What follows belongs to an exercise in optimizing a design on an open flow for small area, a short achievable clock period and few clock cycles per item; a production flow would make more cautious choices.
Only simulation tests tie the RTL to the original design; equivalence was not proved.
No activity file was given, so power comes from the tool's default toggle rates.

Design controller, start of the top module:
module controller #(
    parameter DW = 16
)(
    input clk,
    input rst,
    input start,
    input signed [DW-1:0] x0,
    input signed [DW-1:0] x1,
    input signed [DW-1:0] x2,
    input signed [DW-1:0] w00, input signed [DW-1:0] w01, input signed [DW-1:0] w02,
    input signed [DW-1:0] w10, input signed [DW-1:0] w11, input signed [DW-1:0] w12,
    input signed [DW-1:0] w20, input signed [DW-1:0] w21, input signed [DW-1:0] w22,
    input signed [2*DW-1:0] b0,
    input signed [2*DW-1:0] b1,
    input signed [2*DW-1:0] b2,
    output signed [2*DW-1:0] y0,
    output signed [2*DW-1:0] y1,
    output signed [2*DW-1:0] y2,
    output done
);
clock: 10.0 ns
lec_check: 0
abc_area: 1
cap_margin: 20
core_margin: 2
core_utilization: 55
cts_cluster_diameter: 80
cts_cluster_size: 24
slew_margin: 20
synth_hierarchical: 1
synth_minimum_keep_size: 0
standard.sh (not shown) runs the stock make flow with config.mk's settings and CLKGATE_MAP_FILE= SYNTH_SCRIPT=/design/flow/synth_recipe.tcl, a recipe that flattens the netlist after the stock synthesis.
==> flow/flow/run.sh <==
#!/bin/bash
# Standard layout (the standard.sh: unchanged synthesis and steps), with
#  - the timing repair asked to leave a larger setup margin than the 10 ns clock
#    needs, so that the resizer works on the paths that set the achieved period;
#  - the port buffers made with the smallest buffer cell (every port still gets one).
set -euo pipefail
M=$(cat flow/margin.txt)
bash standard.sh SETUP_SLACK_MARGIN=$M "BUFFER_PORTS_ARGS=-buffer_cell sky130_fd_sc_hd__buf_1" finish > flow_make.log 2>&1
==> flow/flow/margin.txt <==
6.7
The first run completed without violations.
Testbench counts at the start, summed over its fixed seeds: cycles 2,080, items 2,048.
Rerun with:
==> flow/flow/margin.txt (replaced) <==
6.9
Settings changed: CORE_UTILIZATION 55 to 62, CTS_CLUSTER_SIZE 24 to 22.
Outcome: Power went up by 0.87%; design area went up by 2.2%; hold slack improved by 0.010 ns; worst setup slack improved by 0.21 ns; die area went down by 11%; synthesized cell count is unchanged.

controller again, from the RTL that the note above started with.
==> flow/config.mk <==
export PLATFORM = sky130hd
export DESIGN_NAME = controller
export DESIGN_NICKNAME = controller
export VERILOG_FILES = /design/flow/design.v
export SDC_FILE = /design/flow/constraint.sdc
export NUM_CORES = 4
export LEC_CHECK = 0
export ABC_AREA = 1
export CAP_MARGIN = 20
export CORE_MARGIN = 2
export CORE_UTILIZATION = 55
export CTS_CLUSTER_DIAMETER = 80
export CTS_CLUSTER_SIZE = 24
export SLEW_MARGIN = 20
export SYNTH_HIERARCHICAL = 1
export SYNTH_MINIMUM_KEEP_SIZE = 0
==> flow/constraint.sdc <==
create_clock -name core_clock -period 10.0 [get_ports {clk}]
set_input_delay 2.0000 -clock core_clock [delete_from_list [all_inputs] [get_ports {clk}]]
set_output_delay 2.0000 -clock core_clock [all_outputs]
set_load 0.01 [all_outputs]
==> flow/flow/margin.txt <==
6.9
Scripts as last shown in full above: flow/flow/run.sh
The first run finished clean.
Testbench counts at the start, summed over its fixed seeds: cycles 2,080, items 2,048.
Edit:
- CTS_CLUSTER_DIAMETER: 80 -> default
- CTS_CLUSTER_SIZE: 24 -> default
Outcome: Sequential share of layout area goes down by 0.64 points; routed wire length goes up by 0.67%; combinational power stays flat.
Edit:
==> flow/flow/margin.txt (replaced) <==
7.1
- CTS_CLUSTER_DIAMETER: default -> 80
- CTS_CLUSTER_SIZE: default -> 24
Outcome: Sequential cell count stays the same; wire length is higher slightly; register-to-register slack is better by 0.19 ns; final area rises by a few percent; total power came out lower by a few percent; setup slack improves by 0.061 ns; non-clock buffer count went up by 221; fmax increases slightly.
Edit:
==> flow/flow/run.sh (replaced) <==
#!/bin/bash
# Standard layout (the standard.sh, unchanged synthesis and steps), with the
# timing repair asked to leave a larger setup margin than the 10 ns clock needs,
# so that the resizer works on the paths that set the achieved period.
set -euo pipefail
M=$(cat flow/margin.txt)
bash standard.sh SETUP_SLACK_MARGIN=$M finish > flow_make.log 2>&1
==> flow/flow/margin.txt (replaced) <==
6.9
- CTS_CLUSTER_DIAMETER: 80 -> default
- CTS_CLUSTER_SIZE: 24 -> default
What happened:
- wire length shrinks by 1.1%
- total power goes up by 4.4%
- hold slack hardly moves
- via count decreases by 1.1%
- critical path depth is unchanged
- clock skew came out lower by 0.0046 ns

port drivers added, routing unchanged:
Ports are ideal in the flow. The routed layouts listed here were re-timed in OpenROAD. Step 1 sets driving cells, clkbuf_16 on the clock port and buf_2 on the other inputs (assumed; they add their load-dependent delay and slew). Step 2 also shifts input and output timing later by t, the mid clock arrival at the registers, as if the neighbouring blocks saw the same clock. a / b / c = ideal / step 1 / step 2; a / b = the first two.
| run | t (ns) | setup WS [ns] | hold WS [ns] | slew at the worst register clock pin (ns) |
|---|---|---|---|---|
| the first run of note 1 | 0.793 | 6.588 / 6.588 / 6.588 | 0.325 / 0.325 / 0.325 | 0.10 / 0.10 |
| the second run of note 1 | 0.794 | 6.801 / 6.732 / 6.801 | 0.335 / 0.335 / 0.335 | 0.09 / 0.09 |
| the first run of note 2 | 0.792 | 6.782 / 6.751 / 6.782 | 0.323 / 0.323 / 0.323 | 0.10 / 0.10 |
| the second run of note 2 | 0.862 | 6.773 / 6.688 / 6.772 | 0.329 / 0.329 / 0.329 | 0.07 / 0.07 |
| the third run of note 2 | 0.801 | 6.834 / 6.745 / 6.797 | 0.323 / 0.323 / 0.323 | 0.10 / 0.10 |
| the fourth run of note 2 | 0.873 | 6.785 / 6.693 / 6.498 | 0.324 / 0.324 / 0.324 | 0.07 / 0.07 |
After both steps every run listed still meets setup and hold. For the fourth run of note 2, which loses most, drivers alone change the setup slack by -0.092 ns; drivers and shift together by -0.287 ns.
